This design comes from an exercise in tuning for small area, a short achievable clock period and few clock cycles on the open sky130 flow, not from production work.
RTL that was checked went through simulation tests only; none was proved equivalent to the original.
Power is estimated from default activity; no workload was simulated.

rev 12:
==> module MU0, before the edit <==
module MU0(in_data, rst_n, clk,
           out_data, out_address, memrq, rnw);
    input  [15:0] in_data;
    input         rst_n, clk;
    output [15:0] out_data;
    output [11:0] out_address;
    output        memrq, rnw;
    reg         ex;      
    reg         fe;      
    reg         rs;      
    reg         sel;     
    reg         ka;      
    reg         ub;      
    reg         sb;      
    reg  [15:0] ir;
    reg  [11:0] pc;
    reg  [15:0] acc;
    wire [3:0] op   = ir[15:12];
    wire       hop  = op[3] | (op[2:0] == 3'b111);
    wire       dop  = ~op[3] & ~op[2];
    wire       jop  = ~op[3] & op[2] & ~(op[1] & op[0]);
    assign out_address = sel ? ir[11:0] : pc;
    assign memrq       = fe | rs | (ex & ~hop);
    assign rnw         = ~(ex & (op == 4'b0001));
    assign out_data    = acc;
    wire [15:0] a_op  = ka ? acc : 16'd0;
    wire [15:0] b_op  = (ub ? in_data : 16'd0) ^ {16{sb}};
    wire [16:0] sum   = {a_op, 1'b1} + {b_op, sb};
    wire [15:0] acc_n = sum[16:1];
    wire        pc_en = fe | (ex & jop);
    wire        nex   = fe | rs | (ex & jop);
    wire [3:0]  nop   = in_data[15:12];
    wire        neg   = acc[15] & ~rs;
    wire        nz    = (|acc) & ~rs;
    wire        ntake = (nop[1:0] == 2'b00) |
                        (nop[1:0] == 2'b01 & ~neg) |
                        (nop[1:0] == 2'b10 & nz);
    wire        sel_n = ~(ex & dop) & ~nop[3] & (~nop[2] | ntake);
    always @(posedge clk) begin
        ir  <= in_data;
        acc <= acc_n;
        if (~rst_n) begin
            ex  <= 1'b0;
            fe  <= 1'b0;
            rs  <= 1'b1;
            sel <= 1'b0;
            ka  <= 1'b0;
            ub  <= 1'b0;
            sb  <= 1'b0;
            pc  <= 12'd0;
        end else begin
            ex  <= nex;
            fe  <= ex & dop;
            rs  <= 1'b0;
            sel <= sel_n;
            ka  <= ~(nex & (nop == 4'b0000));
            ub  <= nex & ~nop[3] & ~nop[2] & (nop[1:0] != 2'b01);
            sb  <= nex & (nop == 4'b0011);
            if (pc_en)
                pc <= out_address + 12'd1;
        end
    end
endmodule
==> flow/config.mk <==
export PLATFORM = sky130hd
export DESIGN_NAME = MU0
export DESIGN_NICKNAME = MU0
export VERILOG_FILES = /design/flow/design.v
export SDC_FILE = /design/flow/constraint.sdc
export NUM_CORES = 4
export LEC_CHECK = 0
export ABC_AREA = 1
export CAP_MARGIN = 20
export CORE_MARGIN = 2
export CORE_UTILIZATION = 40
export SETUP_SLACK_MARGIN = 2.2
export SLEW_MARGIN = 20
==> flow/constraint.sdc <==
create_clock -name core_clock -period 4.5 [get_ports {clk}]
set_input_delay 0.9000 -clock core_clock [delete_from_list [all_inputs] [get_ports {clk}]]
set_output_delay 0.9000 -clock core_clock [all_outputs]
set_load 0.01 [all_outputs]
standard.sh (not shown) runs the stock make flow with config.mk's settings and CLKGATE_MAP_FILE= SYNTH_SCRIPT=/design/flow/synth_recipe.tcl, a recipe that flattens the netlist after the stock synthesis.
==> flow/flow/run.sh <==
#!/bin/bash
set -euo pipefail
bash standard.sh BUFFER_PORTS_ARGS="-buffer_cell sky130_fd_sc_hd__buf_1" finish > standard.log 2>&1
Rev 12 went all the way through the flow, and no timing, DRC or antenna check failed.
Testbench counts of rev 12, summed over its fixed seeds: cycles 33,132.
Input changes introduced in rev 13 (baseline for comparison: rev 12):
--- a/flow/design.v
+++ b/flow/design.v
@@ -8,8 +8,9 @@
     reg         ex;      
     reg         fe;      
     reg         rs;      
     reg         sel;     
+    reg         pcs;     
     reg         ka;      
     reg         ub;      
     reg         sb;      
     reg  [15:0] ir;
@@ -18,9 +19,9 @@
     wire [3:0] op   = ir[15:12];
     wire       hop  = op[3] | (op[2:0] == 3'b111);
     wire       dop  = ~op[3] & ~op[2];
     wire       jop  = ~op[3] & op[2] & ~(op[1] & op[0]);
-    assign out_address = sel ? ir[11:0] : pc;
+    assign out_address = {pcs ? pc[11:6] : ir[11:6], sel ? ir[5:0] : pc[5:0]};
     assign memrq       = fe | rs | (ex & ~hop);
     assign rnw         = ~(ex & (op == 4'b0001));
     assign out_data    = acc;
     wire [15:0] a_op  = ka ? acc : 16'd0;
@@ -43,8 +44,9 @@
             ex  <= 1'b0;
             fe  <= 1'b0;
             rs  <= 1'b1;
             sel <= 1'b0;
+            pcs <= 1'b1;
             ka  <= 1'b0;
             ub  <= 1'b0;
             sb  <= 1'b0;
             pc  <= 12'd0;
@@ -52,8 +54,9 @@
             ex  <= nex;
             fe  <= ex & dop;
             rs  <= 1'b0;
             sel <= sel_n;
+            pcs <= ~sel_n;
             ka  <= ~(nex & (nop == 4'b0000));
             ub  <= nex & ~nop[3] & ~nop[2] & (nop[1:0] != 2'b01);
             sb  <= nex & (nop == 4'b0011);
             if (pc_en)
--- outcome ---
Timing, DRC, antenna: 0 failures across rev 12 and rev 13
[compare] base=rev 12 new=rev 13: number of maximum-capacitance violations has remained practically unchanged; area growth from synthesis to layout has increased.
Rev 13 vs. rev 12: static power due to leakage grew by 3.2%; core utilization grew by 0.24 points; overall power after layout grew by about 6.6%; setup slack shrank by 0.011 ns.
| non-clock buffer count | higher: rev 13 |
Compared rev 12 against rev 13; transition time at the pin with the least slew margin within noise.
Going from rev 12 to rev 13, fraction of power spent switching nets shrinks by 2.0 points.
Cmp rev 13 vs rev 12: synthesized area per cell lower in rev 13
Via count of the first global-routing pass essentially unchanged between rev 12 and rev 13.
In the flow results for rev 12 and rev 13, the final non-filler cell total is smaller on rev 12.
The hold slack in rev 13 was higher than what rev 12 gave.
For rev 13, only the layout was checked, not whether the RTL still works.

Another version of the RTL of MU0 (not shown whole).
For scale: about 350 cells after synthesis.
==> module MU0, before the edit <==
module MU0(in_data, rst_n, clk,
           out_data, out_address, memrq, rnw);
    input  [15:0] in_data;
    input         rst_n, clk;
    output [15:0] out_data;
    output [11:0] out_address;
    output        memrq, rnw;
    reg         ex;      
    reg         fe;      
    reg         rs;      
    reg         sel;     
    reg         mrq;     
    reg         rd;      
    reg         ka;      
    reg         ub;      
    reg         sb;      
    reg  [15:0] ir;
    reg  [11:0] pc;
    reg  [15:0] acc;
    wire [3:0] op   = ir[15:12];
    wire       dop  = ~op[3] & ~op[2];
    wire       jop  = ~op[3] & op[2] & ~(op[1] & op[0]);
    assign out_address = sel ? ir[11:0] : pc;
    assign memrq       = mrq;
    assign rnw         = rd;
    assign out_data    = acc;
    wire [15:0] a_op  = ka ? acc : 16'd0;
    wire [15:0] b_op  = (ub ? in_data : 16'd0) ^ {16{sb}};
    wire [16:0] sum   = {a_op, 1'b1} + {b_op, sb};
    wire [15:0] acc_n = sum[16:1];
    wire        pc_en = fe | (ex & jop);
    wire        nex   = fe | rs | (ex & jop);
    wire [3:0]  nop   = in_data[15:12];
    wire        nhop  = nop[3] | (nop[2:0] == 3'b111);
    wire        neg   = acc[15] & ~rs;
    wire        nz    = (|acc) & ~rs;
    wire        ntake = (nop[1:0] == 2'b00) |
                        (nop[1:0] == 2'b01 & ~neg) |
                        (nop[1:0] == 2'b10 & nz);
    wire        sel_n = ~(ex & dop) & ~nop[3] & (~nop[2] | ntake);
    always @(posedge clk) begin
        ir  <= in_data;
        acc <= acc_n;
        if (~rst_n) begin
            ex  <= 1'b0;
            fe  <= 1'b0;
            rs  <= 1'b1;
            sel <= 1'b0;
            mrq <= 1'b1;
            rd  <= 1'b1;
            ka  <= 1'b0;
            ub  <= 1'b0;
            sb  <= 1'b0;
            pc  <= 12'd0;
        end else begin
            ex  <= nex;
            fe  <= ex & dop;
            rs  <= 1'b0;
            sel <= sel_n;
            mrq <= (ex & dop) | (nex & ~nhop);
            rd  <= ~(nex & (nop == 4'b0001));
            ka  <= ~(nex & (nop == 4'b0000));
            ub  <= nex & ~nop[3] & ~nop[2] & (nop[1:0] != 2'b01);
            sb  <= nex & (nop == 4'b0011);
            if (pc_en)
                pc <= out_address + 12'd1;
        end
    end
endmodule
==> flow/config.mk <==
export PLATFORM = sky130hd
export DESIGN_NAME = MU0
export DESIGN_NICKNAME = MU0
export VERILOG_FILES = /design/flow/design.v
export SDC_FILE = /design/flow/constraint.sdc
export NUM_CORES = 4
export LEC_CHECK = 0
export CAP_MARGIN = 20
export CORE_MARGIN = 2
export CORE_UTILIZATION = 40
export SETUP_SLACK_MARGIN = 2.0
export SLEW_MARGIN = 20
==> flow/constraint.sdc <==
create_clock -name core_clock -period 4.5 [get_ports {clk}]
set_input_delay 0.9000 -clock core_clock [delete_from_list [all_inputs] [get_ports {clk}]]
set_output_delay 0.9000 -clock core_clock [all_outputs]
set_load 0.01 [all_outputs]
Scripts as last shown in full above: flow/flow/run.sh
==> next run, changes <==
--- a/flow/design.v
+++ b/flow/design.v
@@ -11,9 +11,6 @@
     reg         sel;     
     reg         mrq;     
     reg         rd;      
-    reg         ka;      
-    reg         ub;      
-    reg         sb;      
     reg  [15:0] ir;
     reg  [11:0] pc;
     reg  [15:0] acc;
@@ -24,9 +21,13 @@
     assign memrq       = mrq;
     assign rnw         = rd;
     assign out_data    = acc;
+    wire        lda   = ex & (op == 4'b0000);
+    wire        sub   = ex & (op == 4'b0011);
+    wire        ka    = ~(lda | rs);
+    wire        ub    = ex & dop & (op[1:0] != 2'b01);
     wire [15:0] a_op  = ka ? acc : 16'd0;
-    wire [15:0] b_op  = (ub ? in_data : 16'd0) ^ {16{sb}};
-    wire [16:0] sum   = {a_op, 1'b1} + {b_op, sb};
+    wire [15:0] b_op  = (ub ? in_data : 16'd0) ^ {16{sub}};
+    wire [16:0] sum   = {a_op, 1'b1} + {b_op, sub};
     wire [15:0] acc_n = sum[16:1];
     wire        pc_en = fe | (ex & jop);
     wire        nex   = fe | rs | (ex & jop);
@@ -48,9 +49,6 @@
             sel <= 1'b0;
             mrq <= 1'b1;
             rd  <= 1'b1;
-            ka  <= 1'b0;
-            ub  <= 1'b0;
-            sb  <= 1'b0;
             pc  <= 12'd0;
         end else begin
             ex  <= nex;
@@ -59,9 +57,6 @@
             sel <= sel_n;
             mrq <= (ex & dop) | (nex & ~nhop);
             rd  <= ~(nex & (nop == 4'b0001));
-            ka  <= ~(nex & (nop == 4'b0000));
-            ub  <= nex & ~nop[3] & ~nop[2] & (nop[1:0] != 2'b01);
-            sb  <= nex & (nop == 4'b0011);
             if (pc_en)
                 pc <= out_address + 12'd1;
         end
Clock-buffer cell count is unchanged. Total power decreases by 6.4%. Non-clock buffer count climbs by 4. Cell area goes up by 4.7%. Worst setup slack degrades by 0.22 ns. Via count went down by 0.50%. Cell count fell by 2.4%. Routed wire length goes up by 1.8%.
Function was not checked in any run of this note: the RTL went through the layout flow alone.

## static timing again, ports no longer ideal
The flow's constraints put no driver on any port. The routed layouts listed below were extracted and timed again, unchanged, in two steps. Step 1, drivers: a clkbuf_16 drives clk and a buf_2 each remaining input, both assumed. Step 2 times the ports against the registers' clock, not the clock port: input delays grow and output delays shrink by t, the midpoint of the rising clock arrivals with the driver on. Three values: ideal, step 1, step 2; two values: the first two.
run	shift t [ns]	setup slack, ns	worst data-port slew with drivers (ns)
rev 12	0.327	2.294 / 2.264 / 1.991	0.03
rev 13	0.328	2.283 / 2.287 / 1.966	0.04
the first run of note 2	0.345	2.024 / 2.031 / 1.686	0.04
the second run of note 2	0.344	1.802 / 1.802 / 1.802	0.04
After both steps every run listed still meets setup and hold. The setup slack of the first run of note 2, which loses most, moves by +0.007 ns with the drivers and by -0.338 ns with both steps.
